This is an optimization exercise on Yosys and OpenROAD, whose aim is small area, a short achievable clock period and few clock cycles, not a production implementation.
In this exercise RTL edits were held to simulation tests only and were not proved equivalent to the original.
Power figures rest on the tool's default switching activity, not on a simulated workload.

File: design/flow/run.sh
#!/bin/bash
# synth_recipe.tcl (not shown) runs the flow's synth.tcl, then flattens the netlist and writes it again
# the make line also repeats each setting of config.mk as NAME=value (left out here)
make -C /OpenROAD-flow-scripts/flow DESIGN_CONFIG=/design/flow/config.mk WORK_HOME=/design/flow/orfs CLKGATE_MAP_FILE= SYNTH_SCRIPT=/design/flow/synth_recipe.tcl finish
File: design/flow/config.mk
export PLATFORM = sky130hd
export DESIGN_NAME = cpu_system
export DESIGN_NICKNAME = cpu_system
export VERILOG_FILES = /design/flow/design.v
export SDC_FILE = /design/flow/constraint.sdc
export NUM_CORES = 4
export LEC_CHECK = 0
export CAP_MARGIN = 20
export CORE_MARGIN = 2
export CORE_UTILIZATION = 40
export SETUP_SLACK_MARGIN = 5
export SLEW_MARGIN = 20
File: design/flow/constraint.sdc
create_clock -name core_clock -period 10.0 [get_ports {clk}]
set_input_delay 2.0000 -clock core_clock [delete_from_list [all_inputs] [get_ports {clk}]]
set_output_delay 2.0000 -clock core_clock [all_outputs]
set_load 0.01 [all_outputs]
File: design/flow/design.v
`timescale 1ns/100ps
module cpu_system(
    input          clk,
    input          reset,
    output         imem_read,
    output [5:0]   imem_addr,
    input  [127:0] imem_rdata,
    input          imem_busywait,
    output         dmem_read,
    output         dmem_write,
    output [5:0]   dmem_addr,
    output [31:0]  dmem_wdata,
    input  [31:0]  dmem_rdata,
    input          dmem_busywait,
    output         ret_valid,
    output [31:0]  ret_pc,
    output         ret_rf_we,
    output [2:0]   ret_rf_waddr,
    output [7:0]   ret_rf_wdata
);
    localparam OP_LOADI = 4'd0,  OP_ADD = 4'd1,  OP_SUB = 4'd2,  OP_OR  = 4'd3,
               OP_AND   = 4'd4,  OP_J   = 4'd5,  OP_BEQ = 4'd6,  OP_BNE = 4'd7,
               OP_LSL   = 4'd8,  OP_LSR = 4'd9,  OP_ASR = 4'd10, OP_ROR = 4'd11,
               OP_LWI   = 4'd12, OP_LWD = 4'd13, OP_SWI = 4'd14, OP_SWD = 4'd15;
    function [15:0] compress(input [31:0] ins, input [7:0] pclo);
        reg [4:0] op;
        reg [2:0] rd, rs, rt, hi, lo;
        reg [7:0] tgt;
        begin
            op  = ins[28:24];
            rd  = ins[18:16];
            rs  = ins[10:8];
            rt  = ins[2:0];
            tgt = pclo + 8'd1 + ins[23:16];
            hi  = (rs > rt) ? rs : rt;
            lo  = (rs > rt) ? rt : rs;
            case (op)
                5'd0:  compress = {1'b0, OP_OR,  rd, 2'b00, rt, rt};
                5'd1:  compress = {1'b0, OP_LOADI, rd, ins[7:0]};
                5'd2:  compress = {1'b0, OP_ADD, rd, 2'b00, rs, rt};
                5'd3:  compress = {1'b0, OP_SUB, rd, 2'b00, rs, rt};
                5'd4:  compress = {1'b0, OP_OR,  rd, 2'b00, rs, rt};
                5'd5:  compress = {1'b0, OP_AND, rd, 2'b00, rs, rt};
                5'd6:  compress = {1'b0, OP_J,   3'b000, tgt};
                5'd7:  compress = (rs == rt) ? {1'b0, OP_J, 3'b000, tgt}
                                             : (ins[23] ? {2'b10, hi, lo, tgt} : {2'b10, lo, hi, tgt});
                5'd8:  compress = (rs == rt) ? 16'hC000
                                             : (ins[23] ? {2'b11, hi, lo, tgt} : {2'b11, lo, hi, tgt});
                5'd9:  compress = {1'b0, OP_LSL, rd, 2'b00, rs, rt};
                5'd10: compress = {1'b0, OP_LSR, rd, 2'b00, rs, rt};
                5'd11: compress = {1'b0, OP_ASR, rd, 2'b00, rs, rt};
                5'd12: compress = {1'b0, OP_ROR, rd, 2'b00, rs, rt};
                5'd13: compress = {1'b0, OP_LWI, rd, ins[7:0]};
                5'd14: compress = {1'b0, OP_LWD, rd, 5'b00000, rt};
                5'd15: compress = {1'b0, OP_SWI, rs, ins[7:0]};
                5'd16: compress = {1'b0, OP_SWD, rs, 5'b00000, rt};
                default: compress = 16'hC000;    
            endcase
        end
    endfunction
    reg  [7:0]  pcf;                  
    reg  [63:0] ic_blk [0:7];
    reg  [2:0]  ic_tag [0:7];
    reg  [7:0]  ic_valid;
    reg         ireq;
    reg  [5:0]  iaddr;
    wire [2:0]  fidx = pcf[4:2];
    wire        fhit = ic_valid[fidx] && (ic_tag[fidx] == pcf[7:5]);
    wire [63:0] fblk = ic_blk[fidx];
    reg  [15:0] C;
    always @(*) begin
        case (pcf[1:0])
            2'd0: C = fblk[15:0];
            2'd1: C = fblk[31:16];
            2'd2: C = fblk[47:32];
            default: C = fblk[63:48];
        endcase
    end
    wire        c_br  = C[15];
    wire [3:0]  c_op  = c_br ? {3'b011, C[14]} : C[14:11];
    wire        c_st  = !c_br && (C[14:12] == 3'b111);
    wire [2:0]  c_ra  = c_br ? C[13:11] : (c_st ? C[10:8] : C[5:3]);
    wire [2:0]  c_rb  = c_br ? C[10:8] : C[2:0];
    wire        c_pt  = c_br ? (C[13:11] > C[10:8]) : (C[14:11] == OP_J);
    reg         xv, xpt;
    reg  [3:0]  xop;
    reg  [2:0]  xra, xrb, xwa;
    reg  [7:0]  ximm, xpc;
    reg  [7:0]  rf [0:7];
    reg         wv, wwe;
    reg  [2:0]  wwa;
    reg  [7:0]  wwd, wpc;
    reg  [21:0] whi;
    reg         wdinc, wddec;
    wire [7:0]  ra_v = (wwe && wwa == xra) ? wwd : rf[xra];
    wire [7:0]  rb_v = (wwe && wwa == xrb) ? wwd : rf[xrb];
    wire        x_mem   = (xop[3:2] == 2'b11);
    wire        x_store = (xop[3:1] == 3'b111);
    wire        x_we    = (xop <= OP_AND) || (xop[3] && !x_store);
    wire        x_sub   = (xop == OP_SUB);
    wire [7:0]  sum   = ra_v + (x_sub ? ~rb_v : rb_v) + {7'd0, x_sub};
    wire [2:0]  sh    = xrb;
    wire [7:0]  lsl   = ra_v << sh;
    wire [7:0]  lsr   = ra_v >> sh;
    wire [15:0] sx    = {{8{ra_v[7]}}, ra_v} >> sh;
    wire [7:0]  asr   = sx[7:0];
    wire [15:0] rr    = {ra_v, ra_v} >> sh;
    wire [7:0]  ror   = rr[7:0];
    reg  [31:0] dd [0:7];
    reg  [5:0]  dt [0:7];
    reg  [7:0]  dv, ddirty;
    reg  [1:0]  dstate;               
    reg  [5:0]  maddr;
    wire [7:0]  daddr = xop[0] ? rb_v : ximm;    
    wire [7:0]  hitv;
    genvar gi;
    generate for (gi = 0; gi < 8; gi = gi + 1) begin : g_hit
        assign hitv[gi] = dv[gi] && (dt[gi] == daddr[7:2]);
    end endgenerate
    wire        dhit = |hitv;
    reg  [31:0] hdata;
    integer k;
    always @(*) begin
        hdata = 32'd0;
        for (k = 0; k < 8; k = k + 1)
            hdata = hdata | (hitv[k] ? dd[k] : 32'd0);
    end
    wire        hdirty = |(hitv & ddirty);
    reg  [7:0]  ldb;
    reg  [31:0] merged;
    always @(*) begin
        case (daddr[1:0])
            2'd0: ldb = hdata[7:0];
            2'd1: ldb = hdata[15:8];
            2'd2: ldb = hdata[23:16];
            default: ldb = hdata[31:24];
        endcase
        merged = hdata;
        case (daddr[1:0])
            2'd0: merged[7:0]   = ra_v;
            2'd1: merged[15:8]  = ra_v;
            2'd2: merged[23:16] = ra_v;
            default: merged[31:24] = ra_v;
        endcase
    end
    wire        xhold     = xv && x_mem && !dhit;
    wire        xcomplete = xv && !(x_mem && !dhit);
    reg  [7:0]  result;
    always @(*) begin
        case (xop)
            OP_LOADI: result = ximm;
            OP_ADD, OP_SUB: result = sum;
            OP_OR:    result = ra_v | rb_v;
            OP_AND:   result = ra_v & rb_v;
            OP_LSL:   result = lsl;
            OP_LSR:   result = lsr;
            OP_ASR:   result = asr;
            OP_ROR:   result = ror;
            default:  result = ldb;
        endcase
    end
    wire        eq      = (ra_v == rb_v);
    wire        x_taken = (xop == OP_J) || (xop == OP_BEQ && eq) || (xop == OP_BNE && !eq);
    wire        mispred = xv && (x_taken != xpt);
    wire [7:0]  xpc1    = xpc + 8'd1;
    wire [7:0]  redir   = x_taken ? ximm : xpc1;
    wire [7:0]  off     = ximm - xpc1;
    wire        d_inc   = x_taken ? (!off[7] && (ximm <= xpc)) : (xpc == 8'hFF);
    wire        d_dec   = x_taken && off[7] && (ximm > xpc);
    always @(posedge clk) begin
        if (reset) begin
            xv  <= 1'b0;
            pcf <= 8'd0;
        end else if (mispred) begin
            xv  <= 1'b0;
            pcf <= redir;
        end else if (!xhold) begin
            xv <= fhit;
            if (fhit) begin
                xop  <= c_op;
                xpt  <= c_pt;
                xra  <= c_ra;
                xrb  <= c_rb;
                xwa  <= C[10:8];
                ximm <= C[7:0];
                xpc  <= pcf;
                pcf  <= c_pt ? C[7:0] : pcf + 8'd1;
            end
        end
    end
    integer wi;
    always @(posedge clk) begin
        if (reset) begin
            ireq     <= 1'b0;
            ic_valid <= 8'd0;
        end else if (ireq) begin
            if (!imem_busywait) begin
                ireq <= 1'b0;
                ic_valid[iaddr[2:0]] <= 1'b1;
            end
        end else if (!fhit && !mispred) begin
            ireq  <= 1'b1;
            iaddr <= pcf[7:2];
        end
    end
    always @(posedge clk) begin
        if (ireq && !imem_busywait) begin
            ic_tag[iaddr[2:0]] <= iaddr[5:3];
            ic_blk[iaddr[2:0]] <= {compress(imem_rdata[127:96], {iaddr, 2'd3}),
                                   compress(imem_rdata[95:64],  {iaddr, 2'd2}),
                                   compress(imem_rdata[63:32],  {iaddr, 2'd1}),
                                   compress(imem_rdata[31:0],   {iaddr, 2'd0})};
        end
    end
    wire        dupd  = xv && x_mem && dhit;
    wire        dfill = (dstate == 2'd1) && !dmem_busywait;
    integer j;
    always @(posedge clk) begin
        if (reset) begin
            dv     <= 8'd0;
            dstate <= 2'd0;
        end else begin
            if (dupd) begin
                for (j = 1; j < 8; j = j + 1)
                    if (|(hitv >> j)) begin
                        dv[j]     <= dv[j-1];
                        ddirty[j] <= ddirty[j-1];
                    end
                dv[0]     <= 1'b1;
                ddirty[0] <= hdirty | x_store;
            end
            if (dfill) begin
                dv[7]     <= 1'b1;
                ddirty[7] <= 1'b0;
            end
            case (dstate)
                2'd0: if (xhold) begin
                          dstate <= (dv[7] && ddirty[7]) ? 2'd2 : 2'd1;
                          maddr  <= daddr[7:2];
                      end
                2'd1: if (!dmem_busywait) dstate <= 2'd0;
                2'd2: if (!dmem_busywait) dstate <= 2'd1;
                default: dstate <= 2'd0;
            endcase
        end
    end
    always @(posedge clk) begin
        if (dupd) begin
            for (j = 1; j < 8; j = j + 1)
                if (|(hitv >> j)) begin
                    dd[j] <= dd[j-1];
                    dt[j] <= dt[j-1];
                end
            dd[0] <= x_store ? merged : hdata;
            dt[0] <= daddr[7:2];
        end
        if (dfill) begin
            dd[7] <= dmem_rdata;
            dt[7] <= maddr;
        end
    end
    assign dmem_read  = (dstate == 2'd1);
    assign dmem_write = (dstate == 2'd2);
    assign dmem_addr  = (dstate == 2'd2) ? dt[7] : maddr;
    assign dmem_wdata = dd[7];
    assign imem_read  = ireq;
    assign imem_addr  = iaddr;
    always @(posedge clk) begin
        if (reset) begin
            wv    <= 1'b0;
            wwe   <= 1'b0;
            whi   <= 22'd0;
            wdinc <= 1'b0;
            wddec <= 1'b0;
        end else begin
            wv  <= xcomplete;
            wwe <= xcomplete && x_we;
            if (xcomplete) begin
                wwa   <= xwa;
                wwd   <= result;
                wpc   <= xpc;
                whi   <= whi + {{21{wddec}}, wdinc | wddec};
                wdinc <= d_inc;
                wddec <= d_dec;
            end
        end
    end
    integer r;
    always @(posedge clk) begin
        if (reset) begin
            for (r = 0; r < 8; r = r + 1) rf[r] <= 8'd0;
        end else if (wwe) begin
            rf[wwa] <= wwd;
        end
    end
    assign ret_valid    = wv;
    assign ret_pc       = {whi, wpc, 2'b00};
    assign ret_rf_we    = wwe;
    assign ret_rf_waddr = wwa;
    assign ret_rf_wdata = wwd;
endmodule
==> results of run 1 <==
==> power by group through the flow <==
stage	registers [uW]	logic (uW)	clock network, uW
after floorplan	4880	227	0
final	4790	414	4350
after global routing	4790	453	4570
after detailed placement	4890	410	0
after global placement	4880	405	0
after CTS	4790	412	4410
==> registers in the layout, indices dropped and copies added, names as in the netlist, 4 cells and up, named ones only <==
register,count
ic_valid,8
dv,8
ximm,8
wpc,8
wwd,8
xpc,8
maddr,6
dd,256
rf,64
pcf,8
whi,22
ic_tag,24
xop,4
iaddr,6
ddirty,8
ic_blk,512
dt,48
==> through the flow <==
step                instances  utilization, %  hold WS [ns]
floorplan                3537               -        0.4003
global placement         5287           43.71        0.4091
detailed placement       5289           43.74        0.4108
CTS                      5513           47.13        0.4224
global route             5519           47.30        0.4308
finish                   5519           47.30        0.4224
==> kinds of logic after synthesis <==
logic type / Yosys count / synth area share, %
buffers and inverters: 336 / 2.838
xor gates and xnor gates: 143 / 2.575
adders and majority gates: 108 / 2.773
and+or+nand+nor: 854 / 8.927
AOI/OAI and AO/OA: 678 / 9.738
other: 1 / 0.007528
DFF: 1036 / 61.19
muxes: 380 / 11.95
==> placed cells by master, fill, tap and decap left out, drive strengths merged, types with 111 or more instances in the layout <==
cell             n
edfxtp         973
clkdlybuf4s50  220
nor2           183
nand2          178
mux4           162
a21oi          136
inv            131
clkbuf         131
buf            125
mux2i          119
o21ai          111
==> timing repair <==
item | CTS | global route
cloned | 1 | 0
pin swaps | 7 | 2
setup buffers | 21 | 5
setup endpoints to repair | 466 | 323
gates resized for setup | 33 | 38
==> area by class of cell <==
| type | instances | share of cell area [%] |
|---|---|---|
| tap | 1637 | 3.502 |
| timing repair inverter | 1 | 0.01284 |
| multi-input combinational | 2165 | 31.32 |
| timing repair buffer | 345 | 5.633 |
| inverter | 133 | 0.8686 |
| clock inverter | 71 | 1.641 |
| sequential | 1036 | 52.13 |
| clock buffer | 131 | 4.893 |
==> metal layers <==
layer | GRT usage, % | wire length [um] | up-vias
met5 | 0 | 0 | -
met1 | 31.29 | 60440 | 16690
met2 | 36.33 | 68710 | 1598
met3 | 4.041 | 11940 | 304
li1 | - | - | 14580
met4 | 7.866 | 5366 | 0
==> final timing paths <==
path | startpoint | endpoint | cells past startpoint
setup / recovery | wwa[1] | dt[4][1] | 14
hold reg to reg | xwa[0] | wwa[0] | 0
hold / removal | xwa[0] | wwa[0] | 0
setup reg to reg | wwa[1] | dt[4][1] | 14
==> synth_stat cells, types with 50 or more instances <==
master	instances	area, um^2
sky130_fd_sc_hd__ha_1	104	1301
sky130_fd_sc_hd__nand3_1	68	340.3
sky130_fd_sc_hd__a21oi_1	134	670.6
sky130_fd_sc_hd__a22oi_1	50	375.4
sky130_fd_sc_hd__o21ai_0	108	540.5
sky130_fd_sc_hd__mux4_2	162	3649
sky130_fd_sc_hd__edfxtp_1	973	29220
sky130_fd_sc_hd__clkbuf_1	125	469.2
sky130_fd_sc_hd__nor2_1	182	683.2
sky130_fd_sc_hd__mux2_2	99	1115
sky130_fd_sc_hd__inv_1	126	473.0
sky130_fd_sc_hd__xor2_1	55	481.7
sky130_fd_sc_hd__xnor2_1	84	735.7
sky130_fd_sc_hd__nor3_1	95	475.5
sky130_fd_sc_hd__dfxtp_1	63	1261
sky130_fd_sc_hd__nand2_1	178	668.1
sky130_fd_sc_hd__mux2i_1	119	1191
==> critical path: cells and delay by family, from the launching register on <==
| kind | cells | cell delay, ns |
|---|---|---|
| buffers and inverters | 5 | 1.72 |
| AND/OR/NAND/NOR | 6 | 1.28 |
| AO/OA/AOI/OAI | 2 | 0.87 |
| flip-flops | 1 | 0.37 |
| XOR/XNOR | 1 | 0.24 |
==> results.toml, run 1 <==
[clocking]
cts_made_buffers = 109
clock_sinks = 1036
ctsLongestPathBuffers = 3
path_clk_slew_ns = 0.06
master_cell_of_the_clock_root_buffer = "sky130_fd_sc_hd__clkbuf_16"
ctsHoldBuffers = 0
clock_insertion_delay_worst_skew_ns = 0.73
cts-htree-levels = 3
clock_tree_from_tritoncts = "yes"

[routing]
drt_first_pass_iters = 8
antenna_left = 0
total_wirelength_of_the_detailed_routed_design_um = 146500
drcViolationCount = 0
vias_per_cell = 6.012
drt_first_iter_violations = 3722
via_count = 33180
avgRoutedWirePerCell_um = 26.54

[floorplan]
die_w_um = 356.9
io_pins = 256
core_region_area_mm2 = 0.1236
dieArea_mm2 = 0.1274
row_count = 129
start_util_pct = 40.29
dieHeight_um = 356.9

[sta]
final_hold_viol_count = 0
clock_skew_ns = 0.04112
slew_violations = 0
finalSetupViolations = 0
finalWorstSetupSlack_ns = 5.052
worst_margin_slew_ns = 1.135
setup_repair_after_global_routing_missed_its_margin = "no"
worst_slew_margin_rel_pct = 24.33
max_clock_freq_mhz = 202.1
fin_crit_sh_pct = 49.48
final.min_clock_period_ns = 4.948
setup-tns-final_ns = 0

[critical_path]
cp_max_fo = 39
crit_path_top_delay_cell = "sky130_fd_sc_hd__buf_4"
timing.critical_path.cells = "buf_6 > xor2_2 > nor4_4 > buf_6 > nor3_2 > a21oi_2 > inv_2 > and2_1 > o41ai_4 > and2_1 > buf_6 > nor4_2 > nor2_4 > buf_4"
critPathMaxStageDelay_ns = 0.62
worst-setup-path-type = "register to register"
r2r_setup_slack_ns = 5.05
critPathLaunchType = "register"
critical-path-top-cell-by-count = "sky130_fd_sc_hd__buf_6"
critPathCaptureType = "register"
crit_arrival_ns = 5.27
crit_required_ns = 10.32

[power_and_ir_drop]
power.combinational.fraction_pct = 4.3
irDropWorstVdd_uv = 183.4
powerDensity_mw_per_mm2 = 163.5
switching_share_pct = 21.33
power_switching_uw = 2039
p_int_uw = 7522
p_total_uw = 9562
seq_power_share_pct = 50.1
p_leak_uw = 0.01987
pwr-share-clk_pct = 45.5

[synthesis]
yosys_warnings = 3
synth_top_flop_cell = "sky130_fd_sc_hd__edfxtp_1"
synth_enable_flop_cells = 973
ys_types = 101
synth_seq_cells = 1036
synthesis.area_per_instance_um2 = 14.09
syn-cell-area_mm2 = 0.04981
netlist_instances = 3536
synth-seq-area-share_pct = 61.19
synthArstFlopShare_pct = 0

[final_layout]
finalNetCount = 4063
filler_cell_count = 10830
final_design_area_no_fill_mm2 = 0.05848
sequential_cell_area_mm2 = 0.03049
antennaDiodeCount = 0
synthToLayoutAreaGrowth_pct = 17.41
multi_input_area_mm2 = 0.01832
layout-drive-gt1-share_pct = 17.03

[global_routing]
grt_pass1_wl_um = 215900
overflow = 0
antenna_found_initial = 1
grt_max_degree = 59
vias_in_the_first_global_route = 32580
globalRouteTotalUtil_pct = 22.72

[min_path]
holdCritPathClass = "register to register"

[placement]
placement.cell_area_mm2 = 0.05408
routabilityCongestion = 0.9461
pre_cts_ws_ns = 3.253
numPortBuffers = 221
post-dp-hpwl_um = 94940

[outcome]
outcome = "no timing/DRC/antenna violations"

[flow_run]
max_cap_violations = 0
Testbench counts, summed over its fixed seeds: cycles 139,270.
==> run 2, diff against run 1 <==
--- a/design/flow/config.mk
+++ b/design/flow/config.mk
@@ -6,4 +6,5 @@
 export NUM_CORES = 4
 export LEC_CHECK = 0
+export ABC_CLOCK_PERIOD_IN_PS = 4000
 export CAP_MARGIN = 20
 export CORE_MARGIN = 2
==> run 2 against run 1 <==
Effect of this change:
- still clean
- first-iteration DRC count unchanged
- critical path depth did not move
- worst setup slack is the same
- global-route usage stayed put
- area after synthesis stayed put
- synthesized cell count stayed put
- final area unchanged
- maximum frequency is the same
- sequential share of layout area stayed put
- hold slack is the same
- critical path type unchanged
- highest routed layer unchanged
==> results.toml, run 2 <==
[global_routing]
antenna_found_initial = 1
grt_max_degree = 59
globalRouteTotalUtil_pct = 22.72
grt_pass1_wl_um = 215900
overflow = 0
vias_in_the_first_global_route = 32580

[sta]
worst_margin_slew_ns = 1.135
setup_repair_after_global_routing_missed_its_margin = "no"
fin_crit_sh_pct = 49.48
clock_skew_ns = 0.04112
max_clock_freq_mhz = 202.1
setup-tns-final_ns = 0
finalSetupViolations = 0
worst_hold_slack_ns = 0.4224
final.min_clock_period_ns = 4.948
slew_violations = 0
finalWorstSetupSlack_ns = 5.052
worst_slew_margin_rel_pct = 24.33
final_hold_viol_count = 0

[critical_path]
cells_on_worst_reg2reg_path = 14
crit_required_ns = 10.32
cp_max_fo = 39
critPathCaptureType = "register"
crit_path_end = "dt[4][1]"
critical_path.startpoint = "wwa[1]"
crit_arrival_ns = 5.27
critical-path-top-cell-by-count = "sky130_fd_sc_hd__buf_6"
startpoint_of_the_lowest_slack_register_to_register_path = "wwa[1]"
crit_path_top_delay_cell = "sky130_fd_sc_hd__buf_4"
r2r_setup_slack_ns = 5.05
timing.critical_path.cells = "buf_6 > xor2_2 > nor4_4 > buf_6 > nor3_2 > a21oi_2 > inv_2 > and2_1 > o41ai_4 > and2_1 > buf_6 > nor4_2 > nor2_4 > buf_4"
critPathLaunchType = "register"
worst-setup-path-type = "register to register"
critPathMaxStageDelay_ns = 0.62
timing.rr.end = "dt[4][1]"

[routing]
drt_first_pass_iters = 8
vias_per_cell = 6.012
via_count = 33180
total_wirelength_of_the_detailed_routed_design_um = 146500
antenna_left = 0
avgRoutedWirePerCell_um = 26.54
routedLengthMet1_um = 60440
drt_first_iter_violations = 3722
drcViolationCount = 0
met2RoutedLength_um = 68710
met3WireLength_um = 11940
maxUsedRoutingLayer = "met4"

[synthesis]
synthArstFlopShare_pct = 0
synth_top_flop_cell = "sky130_fd_sc_hd__edfxtp_1"
synth-seq-area-share_pct = 61.19
synthTopCellsByArea = "sky130_fd_sc_hd__edfxtp_1, sky130_fd_sc_hd__mux4_2, sky130_fd_sc_hd__ha_1, sky130_fd_sc_hd__dfxtp_1, sky130_fd_sc_hd__mux2i_1"
synthTopCellsByCount = "sky130_fd_sc_hd__edfxtp_1, sky130_fd_sc_hd__nor2_1, sky130_fd_sc_hd__nand2_1, sky130_fd_sc_hd__mux4_2, sky130_fd_sc_hd__a21oi_1"
netlist_instances = 3536
synth_enable_flop_cells = 973
post-synth-top-count-cell = "sky130_fd_sc_hd__edfxtp_1"
syn-cell-area_mm2 = 0.04981
synth_top_area_share_pct = 58.66
ys_types = 101
synth_seq_cells = 1036
synth_area_leader_cell = "sky130_fd_sc_hd__edfxtp_1"
yosys_warnings = 3
synthesis.area_per_instance_um2 = 14.09

[outcome]
outcome = "no timing/DRC/antenna violations"

[final_layout]
synthToLayoutAreaGrowth_pct = 17.41
layout-drive-gt1-share_pct = 17.03
final_design_area_no_fill_mm2 = 0.05848
layout_commonest_cell = "sky130_fd_sc_hd__edfxtp_1"
largest_reg_flops = 512
finalNetCount = 4063
layout.cells.most_common_list = "sky130_fd_sc_hd__edfxtp_1, sky130_fd_sc_hd__clkdlybuf4s50_1, sky130_fd_sc_hd__nand2_1"
antennaDiodeCount = 0
share_of_the_core_filled_with_cells_in_the_final_layout_pct = 47.30

[clocking]
master_cell_of_the_clock_root_buffer = "sky130_fd_sc_hd__clkbuf_16"
clock_tree_from_tritoncts = "yes"
path_clk_slew_ns = 0.06
ctsHoldBuffers = 0
clock_sinks = 1036
cts-htree-levels = 3
cts_made_buffers = 109
ctsLongestPathBuffers = 3
clock_insertion_delay_worst_skew_ns = 0.73

[placement]
placement.cell_area_mm2 = 0.05408
routabilityCongestion = 0.9461
numPortBuffers = 221
pre_cts_ws_ns = 3.253
post-dp-hpwl_um = 94940

[min_path]
whs_path_depth = 0
holdCritPathClass = "register to register"

[floorplan]
start_util_pct = 40.29
dieHeight_um = 356.9
dieArea_mm2 = 0.1274
core_region_area_mm2 = 0.1236
io_pins = 256
die_w_um = 356.9
row_count = 129

[flow_run]
max_cap_violations = 0

[power_and_ir_drop]
powerDensity_mw_per_mm2 = 163.5
p_leak_uw = 0.01987
irDropWorstVdd_uv = 183.4
run 2: cell counts after synthesis:
No cell type changed its count.
run 2: metal layers:
metal | GRT usage [%] | vias to the layer above
met2 | 36.33 | 1598
met3 | 4.041 | 304
met1 | 31.29 | 16690
li1 | - | 14580
met4 | 7.866 | 0
met5 | 0 | -
run 2: how the worst min path moves through the flow:
stage | startpoint | slack, ns | endpoint
floorplan | xwa[0] | 0.40 | wwa[0]
global placement | xwa[1] | 0.41 | wwa[1]
detailed placement | xwa[0] | 0.41 | wwa[0]
CTS | dd[2][30] | 0.42 | dd[3][30]
global route | xwa[0] | 0.43 | wwa[0]
finish | xwa[0] | 0.42 | wwa[0]
run 2: per-stage QoR:
step | instances | total power (uW)
5_1_grt | 5519 | 9822
3_3_place_gp | 5287 | 5288
3_5_place_dp | 5289 | 5296
2_1_floorplan | 3537 | 5110
4_1_cts | 5513 | 9620
6_report | 5519 | 9562
run 2: layout make-up:
cell class	count	area [um^2]
Multi-Input combinational cell	2165	18320
Sequential cell	1036	30490
Clock buffer	131	2861
Tap cell	1637	2048
Timing Repair Buffer	345	3294
Inverter	133	508.0
Timing Repair inverter	1	7.507
Clock inverter	71	959.7
Fill cell	10830	65150
run 2: timing repair:
action                                 4_1_cts  5_1_grt
buffers inserted                            21        5
pin swaps                                    7        2
resized for setup                           33       38
endpoints found under the hold margin        0        0
cloned                                       1        0
setup endpoints to repair                  466      323
run 2: critical path, delay by kind of cell, from the launching register on:
| kind | cells | cell delay [ns] |
|---|---|---|
| and+or+nand+nor | 6 | 1.28 |
| AOI/OAI and AO/OA | 2 | 0.87 |
| xor gates and xnor gates | 1 | 0.24 |
| DFF | 1 | 0.37 |
| buffers and inverters | 5 | 1.72 |
run 2: cells by family (layout without fill, tap and decap cells):
| family | Yosys count | count (layout) | share of synthesized area, % |
|---|---|---|---|
| AND/OR/NAND/NOR | 854 | 854 | 8.927 |
| flip-flops | 1036 | 1036 | 61.19 |
| XOR/XNOR | 143 | 143 | 2.575 |
| other | 1 | 2 | 0.007528 |
| multiplexers | 380 | 380 | 11.95 |
| adder cells (fa/ha/maj) | 108 | 108 | 2.773 |
| AO/OA/AOI/OAI | 678 | 678 | 9.738 |
| buffers and inverters | 336 | 681 | 2.838 |
run 2: power breakdown:
part	switching [uW]	internal (uW)
clock network	1770	2580
registers	14.7	4780
logic	255	159
total	2040	7520
==> run 3, diff against run 2 <==
--- a/design/flow/config.mk
+++ b/design/flow/config.mk
@@ -6,8 +6,6 @@
 export NUM_CORES = 4
 export LEC_CHECK = 0
-export ABC_CLOCK_PERIOD_IN_PS = 4000
 export CAP_MARGIN = 20
 export CORE_MARGIN = 2
 export CORE_UTILIZATION = 40
-export SETUP_SLACK_MARGIN = 5
 export SLEW_MARGIN = 20
==> run 3 against run 2 <==
Effect of this change:
- largest cell class unchanged
- non-clock buffer count down 23
- clock power shrank 3%
- area after synthesis stayed put
- still clean on timing, DRC and antenna
- flip-flop and latch count is the same
==> results.toml, run 3 <==
[critical_path]
cp_max_fo = 31
startpoint_of_the_lowest_slack_register_to_register_path = "wwa[1]"
timing.rr.end = "dt[3][3]"
critical-path-top-cell-by-count = "sky130_fd_sc_hd__buf_4"
cells_on_worst_reg2reg_path = 13
critical_path.top_delay_family = "buffers and inverters"
worst-setup-path-type = "register to register"
crit_arrival_ns = 6.99
crit_required_ns = 10.41
critPathMaxStageDelay_ns = 0.81
critical_path.startpoint = "wwa[1]"
crit_path_top_delay_cell = "sky130_fd_sc_hd__clkinv_1"
timing.critical_path.depth = 13
critPathLaunchType = "register"
crit_buf_inv = 5
r2r_setup_slack_ns = 3.42
critPathCaptureType = "register"
crit_path_end = "dt[3][3]"
timing.critical_path.cells = "buf_4 > xnor2_1 > nand4_1 > o311ai_0 > nand4b_1 > nor4_2 > buf_4 > and2_1 > buf_4 > or4_1 > o21ai_0 > clkinv_1 > buf_4"

[outcome]
outcome = "no timing/DRC/antenna violations"

[final_layout]
layout_commonest_cell = "sky130_fd_sc_hd__edfxtp_1"
layout.cells.most_common_list = "sky130_fd_sc_hd__edfxtp_1, sky130_fd_sc_hd__clkdlybuf4s50_1, sky130_fd_sc_hd__nand2_1"
layout-drive-gt1-share_pct = 15.76
antennaDiodeCount = 0
finalNetCount = 4041
largest_reg_flops = 512
synthToLayoutAreaGrowth_pct = 16.19

[synthesis]
synth_seq_cells = 1036
synth_top_family_by_area = "multiplexers"
post_synth_and_or_nand_nor_area_fraction_pct = 8.927
synth_enable_flop_cells = 973
synthTopCellsByArea = "sky130_fd_sc_hd__edfxtp_1, sky130_fd_sc_hd__mux4_2, sky130_fd_sc_hd__ha_1, sky130_fd_sc_hd__dfxtp_1, sky130_fd_sc_hd__mux2i_1"
synthArstFlopShare_pct = 0
synth_compound_area_share_pct = 9.738
syn-cell-area_mm2 = 0.04981
synth-seq-area-share_pct = 61.19
netlist_instances = 3536
synthesis.area_per_instance_um2 = 14.09
ys_types = 101
synth_top_flop_cell = "sky130_fd_sc_hd__edfxtp_1"
synthTopCellsByCount = "sky130_fd_sc_hd__edfxtp_1, sky130_fd_sc_hd__nor2_1, sky130_fd_sc_hd__nand2_1, sky130_fd_sc_hd__mux4_2, sky130_fd_sc_hd__a21oi_1"
synth.area.mux_share_pct = 11.95
post-synth-top-count-cell = "sky130_fd_sc_hd__edfxtp_1"
yosys_warnings = 3
synth_top_area_share_pct = 58.66
synth-adder-area-share_pct = 2.773
xor_xnor_share_of_the_synthesized_area_pct = 2.575
synth_area_leader_cell = "sky130_fd_sc_hd__edfxtp_1"

[floorplan]
io_pins = 256
dieHeight_um = 356.9
start_util_pct = 40.29
core_region_area_mm2 = 0.1236
dieArea_mm2 = 0.1274
die_w_um = 356.9
row_count = 129

[sta]
final_hold_viol_count = 0
slew_violations = 0
worst_hold_slack_ns = 0.4168
fin_crit_sh_pct = 65.77
max_clock_freq_mhz = 152.1
clock_skew_ns = 0.03632
worst_slew_margin_rel_pct = 28.80
worst_margin_slew_ns = 1.068
final.min_clock_period_ns = 6.577
finalSetupViolations = 0
setup-tns-final_ns = 0
setup_repair_after_global_routing_missed_its_margin = "no"

[routing]
drt_first_iter_violations = 4150
drcViolationCount = 0
antenna_left = 0
drt_first_pass_iters = 7
vias_per_cell = 6.004
avgRoutedWirePerCell_um = 26.76
total_wirelength_of_the_detailed_routed_design_um = 147200
via_count = 33030

[clocking]
clock_tree_from_tritoncts = "yes"
ctsLongestPathBuffers = 3
cts-htree-levels = 3
post_cts_setup_repair_bufs = 0
cts_made_buffers = 111
clock_insertion_delay_worst_skew_ns = 0.74
clock_sinks = 1036
master_cell_of_the_clock_root_buffer = "sky130_fd_sc_hd__clkbuf_16"
cts_resized = 0
path_clk_slew_ns = 0.06
ctsHoldBuffers = 0

[placement]
numPortBuffers = 221
routabilityCongestion = 0.9624
post-dp-hpwl_um = 95500

[power_and_ir_drop]
powerDensity_mw_per_mm2 = 162.6
irDropWorstVdd_uv = 169.8
p_leak_uw = 0.01968

[flow_run]
max_cap_violations = 0

[global_routing]
globalRouteTotalUtil_pct = 22.75
vias_in_the_first_global_route = 32210
grt_max_degree = 93
overflow = 0
grt_pass1_wl_um = 215400
antenna_found_initial = 0

[min_path]
holdCritPathClass = "register to register"
[run 3: cell counts after synthesis]
Identical to the previous run, type by type.
[run 3: routing by layer]
layer	vias to the layer above	GRT usage (%)	share of wire [%]
met5	-	0	0
met4	0	6.840	2.9
met3	237	3.536	8.2
met2	1587	36.53	47
met1	16690	31.97	42
li1	14520	-	-
[run 3: metrics by stage]
| step | total power (uW) | cell area, um^2 | std cells | util (%) | setup WS (ns) |
|---|---|---|---|---|---|
| after floorplan | 5111 | 49820 | 3537 | - | 2.341 |
| after CTS | 9476 | 57790 | 5497 | 46.74 | 3.591 |
| after detailed placement | 5296 | 54070 | 5288 | 43.73 | 3.642 |
| final | 9414 | 57880 | 5502 | 46.81 | 3.423 |
| after global placement | 5289 | 54050 | 5287 | 43.72 | 3.790 |
| after global routing | 9681 | 57880 | 5502 | 46.81 | 3.202 |
[run 3: power by group]
part	switching [uW]	leakage [uW]	internal (uW)
Sequential	16.0	0.00944	4780
Combinational	254	0.00841	157
Clock	1770	0.00183	2430
[run 3: worst min-delay path by stage]
stage	from	end	slack [ns]	depth (start not counted)
finish	dd[0][30]	dd[1][30]	0.42	0
global route	xwa[2]	wwa[2]	0.43	0
CTS	dd[0][30]	dd[1][30]	0.41	0
detailed placement	xwa[2]	wwa[2]	0.40	0
global placement	xwa[0]	wwa[0]	0.40	0
floorplan	xwa[0]	wwa[0]	0.40	0
[run 3: cell families (layout without fill, tap and decap cells)]
family	count (synthesis)	after routing
compound gates	678	678
xor+xnor	143	143
fa+ha+maj	108	108
buf+inv	336	664
flops	1036	1036
mux	380	380
other cells	1	2
simple gates	854	854
[run 3: area by class of cell]
cell class	instances	area, um^2
fillers	10880	65760
multi-input cells	2165	18090
clock inverters	73	794.5
clock buffers	136	2933
flip-flops and latches	1036	30490
well taps	1637	2048
repair buffers	322	3030
inverters	133	499.2
==> run 4, diff against run 3 <==
==> design/flow/flow/run.sh (new file) <==
#!/bin/bash
# Standard layout, with timing repair aiming further below the clock period.
set -euo pipefail
bash standard.sh SETUP_SLACK_MARGIN=7 finish > standard_flow.log 2>&1
==> design/flow/standard.sh (new file) <==
#!/bin/bash
# synth_recipe.tcl (not shown) runs the flow's synth.tcl, then flattens the netlist and writes it again
# the make line also repeats each setting of config.mk as NAME=value (left out here)
make -C /OpenROAD-flow-scripts/flow DESIGN_CONFIG=/design/flow/config.mk WORK_HOME=/design/flow/orfs CLKGATE_MAP_FILE= SYNTH_SCRIPT=/design/flow/synth_recipe.tcl "${@:-finish}"
removed: design/flow/run.sh
==> run 4 against run 3 <==
Effect of this change:
- still clean on timing, DRC and antenna
- sequential share of layout area is 9.7 points lower
- clock skew is 0.019 ns higher
- flip-flop and latch count stayed put
- combinational power is 54% higher
- clock power is 3% higher
- critical endpoint is now wwd[0]
- largest power group unchanged
- highest routed layer is now met5
==> results.toml, run 4 <==
[placement]
numPortBuffers = 221
routabilityCongestion = 0.9383
post-dp-hpwl_um = 95580

[clocking]
clock_insertion_delay_worst_skew_ns = 0.75
cts_made_buffers = 111
clock_tree_from_tritoncts = "yes"
ctsLongestPathBuffers = 3
clock_sinks = 1036
path_clk_slew_ns = 0.06
cts-htree-levels = 3
master_cell_of_the_clock_root_buffer = "sky130_fd_sc_hd__clkbuf_16"

[min_path]
holdCritPathClass = "register to register"
hold_path.startpoint = "xwa[0]"
whs_path_depth = 0

[final_layout]
layout.cells.most_common_list = "sky130_fd_sc_hd__edfxtp_1, sky130_fd_sc_hd__buf_4, sky130_fd_sc_hd__buf_6"
filler_cell_count = 9336
layout_commonest_cell = "sky130_fd_sc_hd__edfxtp_1"
layout-drive-gt1-share_pct = 44.50
synthToLayoutAreaGrowth_pct = 42.76
largest_reg_flops = 512
share_of_the_core_filled_with_cells_in_the_final_layout_pct = 57.52
finalNetCount = 4717
sequential_cell_area_mm2 = 0.03055
multi_input_area_mm2 = 0.02270

[sta]
max_clock_freq_mhz = 222.6
worst_slew_margin_rel_pct = 27.68
final.min_clock_period_ns = 4.493
final_hold_viol_count = 0
fin_crit_sh_pct = 44.93
finalSetupViolations = 0
setup-tns-final_ns = 0
clock_skew_ns = 0.05529
slew_violations = 0
worst_margin_slew_ns = 1.082
setup_repair_after_global_routing_missed_its_margin = "yes"

[global_routing]
grt_max_degree = 59
overflow = 0
antenna_found_initial = 5
globalRouteTotalUtil_pct = 26.93
grt_pass1_wl_um = 250900
vias_in_the_first_global_route = 36700

[synthesis]
ys_types = 101
syn-cell-area_mm2 = 0.04981
synth-seq-area-share_pct = 61.19
yosys_warnings = 3
netlist_instances = 3536
synthesis.area_per_instance_um2 = 14.09
synth_enable_flop_cells = 973
synthTopCellsByArea = "sky130_fd_sc_hd__edfxtp_1, sky130_fd_sc_hd__mux4_2, sky130_fd_sc_hd__ha_1, sky130_fd_sc_hd__dfxtp_1, sky130_fd_sc_hd__mux2i_1"
synth_top_flop_cell = "sky130_fd_sc_hd__edfxtp_1"
synthArstFlopShare_pct = 0
synth_area_leader_cell = "sky130_fd_sc_hd__edfxtp_1"
post-synth-top-count-cell = "sky130_fd_sc_hd__edfxtp_1"
synth_top_area_share_pct = 58.66
synthTopCellsByCount = "sky130_fd_sc_hd__edfxtp_1, sky130_fd_sc_hd__nor2_1, sky130_fd_sc_hd__nand2_1, sky130_fd_sc_hd__mux4_2, sky130_fd_sc_hd__a21oi_1"
synth_seq_cells = 1036

[power_and_ir_drop]
irDropWorstVdd_uv = 133.5
seq_power_share_pct = 49.1
power_switching_uw = 2153
power.combinational.fraction_pct = 6.5
powerDensity_mw_per_mm2 = 137.2
pwr-share-clk_pct = 44.4
p_leak_uw = 0.02546
p_int_uw = 7606
switching_share_pct = 22.06

[floorplan]
row_count = 129
dieArea_mm2 = 0.1274
die_w_um = 356.9
start_util_pct = 40.29
dieHeight_um = 356.9
core_region_area_mm2 = 0.1236
io_pins = 256

[routing]
drt_first_iter_violations = 5219
drt_first_pass_iters = 12
vias_per_cell = 6.189
antenna_left = 0
via_count = 38210
drcViolationCount = 0
total_wirelength_of_the_detailed_routed_design_um = 182800
avgRoutedWirePerCell_um = 29.62

[critical_path]
r2r_setup_slack_ns = 5.51
critPathLaunchType = "register"
worst-setup-path-type = "register to register"
startpoint_of_the_lowest_slack_register_to_register_path = "xrb[0]"
critPathCaptureType = "register"
cells_on_worst_reg2reg_path = 20
crit_required_ns = 10.39
cp_max_fo = 5
crit_arrival_ns = 4.88
critical_path.startpoint = "xrb[0]"

[outcome]
outcome = "no timing/DRC/antenna violations"

[flow_run]
max_cap_violations = 0
run 4: logic make-up (layout without fill, tap and decap cells):
group / count (synthesis) / after routing / synth area share [%]
compound gates: 678 / 681 / 9.738
xor+xnor: 143 / 143 / 2.575
fa+ha+maj: 108 / 108 / 2.773
buf+inv: 336 / 1322 / 2.838
flops: 1036 / 1036 / 61.19
mux: 380 / 380 / 11.95
other cells: 1 / 3 / 0.007528
simple gates: 854 / 863 / 8.927
run 4: critical path: stages (launching register included):
cell                        delay (ns)
sky130_fd_sc_hd__edfxtp_1         0.48
sky130_fd_sc_hd__buf_6            0.18
sky130_fd_sc_hd__xor2_4           0.19
sky130_fd_sc_hd__buf_6            0.12
sky130_fd_sc_hd__buf_6            0.11
sky130_fd_sc_hd__nor4_4           0.29
sky130_fd_sc_hd__buf_4            0.18
sky130_fd_sc_hd__buf_6            0.10
sky130_fd_sc_hd__buf_4            0.13
sky130_fd_sc_hd__a2111oi_4        0.04
sky130_fd_sc_hd__a21oi_2          0.21
sky130_fd_sc_hd__nand4_1          0.23
sky130_fd_sc_hd__nor4_4           0.22
sky130_fd_sc_hd__buf_6            0.15
sky130_fd_sc_hd__buf_12           0.12
sky130_fd_sc_hd__buf_4            0.11
sky130_fd_sc_hd__buf_6            0.13
sky130_fd_sc_hd__a22o_1           0.18
sky130_fd_sc_hd__a221oi_2         0.05
sky130_fd_sc_hd__and3_1           0.20
sky130_fd_sc_hd__o211ai_1         0.73
run 4: timing repair:
| item | 4_1_cts | 5_1_grt |
|---|---|---|
| pin swaps | 249 | 160 |
| cloned | 67 | 7 |
| setup buffers | 505 | 129 |
| hold buffers | 0 | 0 |
| gates resized for setup | 1423 | 289 |
| setup endpoints to repair | 1683 | 1116 |
run 4: power by group through the flow:
| stage | Clock [uW] | Combinational [uW] | Sequential (uW) |
|---|---|---|---|
| after detailed placement | 0 | 474 | 4890 |
| after CTS | 4360 | 587 | 4790 |
| final | 4340 | 634 | 4790 |
| after global placement | 0 | 470 | 4880 |
| after floorplan | 0 | 295 | 4880 |
| after global routing | 4540 | 672 | 4790 |
run 4: through the flow:
stage	instances	hold WS [ns]	power [uW]	setup slack, ns	area, um^2
6_report	6173	0.4215	9760	5.507	71110
5_1_grt	6172	0.4359	9997	5.545	71110
4_1_cts	6036	0.4203	9740	5.885	68780
3_5_place_dp	5261	0.4057	5360	3.845	55760
3_3_place_gp	5261	0.4068	5354	3.822	55760
2_1_floorplan	3537	0.4003	5177	5.554	52640
run 4: final cells by class:
cell class | instances | area share [%]
repair inverters | 1 | 0.01056
inverters | 133 | 0.9237
multi-input cells | 2177 | 31.92
flip-flops and latches | 1036 | 42.96
clock inverters | 63 | 1.098
clock buffers | 140 | 4.263
repair buffers | 985 | 15.95
diodes | 1 | 0.003519
well taps | 1637 | 2.880
run 4: per-layer routing:
| metal | track usage (%) | vias up | wire (um) |
|---|---|---|---|
| met4 | 14.32 | 10 | 11850 |
| met2 | 41.44 | 2517 | 82650 |
| met5 | 0 | - | 159 |
| met3 | 5.969 | 719 | 20210 |
| met1 | 35.74 | 19000 | 67950 |
| li1 | - | 15970 | - |
run 4: path summary, 6_finish.rpt:
path / end
worst min-delay path: wwa[0]
worst max-delay path: wwd[0]
worst max register to register: wwd[0]
worst min register to register: wwa[0]

==> afterwards: timing with drivers on the ports <==
Ports are ideal in the flow. The routed layouts listed here were re-timed in OpenROAD. Step 1 assumes that a clkbuf_16 drives the clock port and a buf_2 every other input. Step 2 moves the port delays by t, midway between the first and last clock arrival at a register: inputs arrive t later, outputs are due t later. That takes back most of the time a late clock gives input paths. a / b / c = ideal / step 1 / step 2; a / b = the first two.
run	shift t [ns]	setup slack, ns	worst setup path at the end	clock arrival spread, ns	pins driven straight from the clock port
run 1	0.784	5.052 / 5.052 / 4.525	input to register	0.041 / 0.041	1
run 2	0.784	5.052 / 5.052 / 4.525	input to register	0.041 / 0.041	1
run 3	0.793	3.423 / 3.423 / 3.423	register to register	0.041 / 0.041	1
run 4	0.799	5.507 / 5.507 / 5.507	register to register	0.056 / 0.056	1
After both steps every run listed still meets setup and hold.
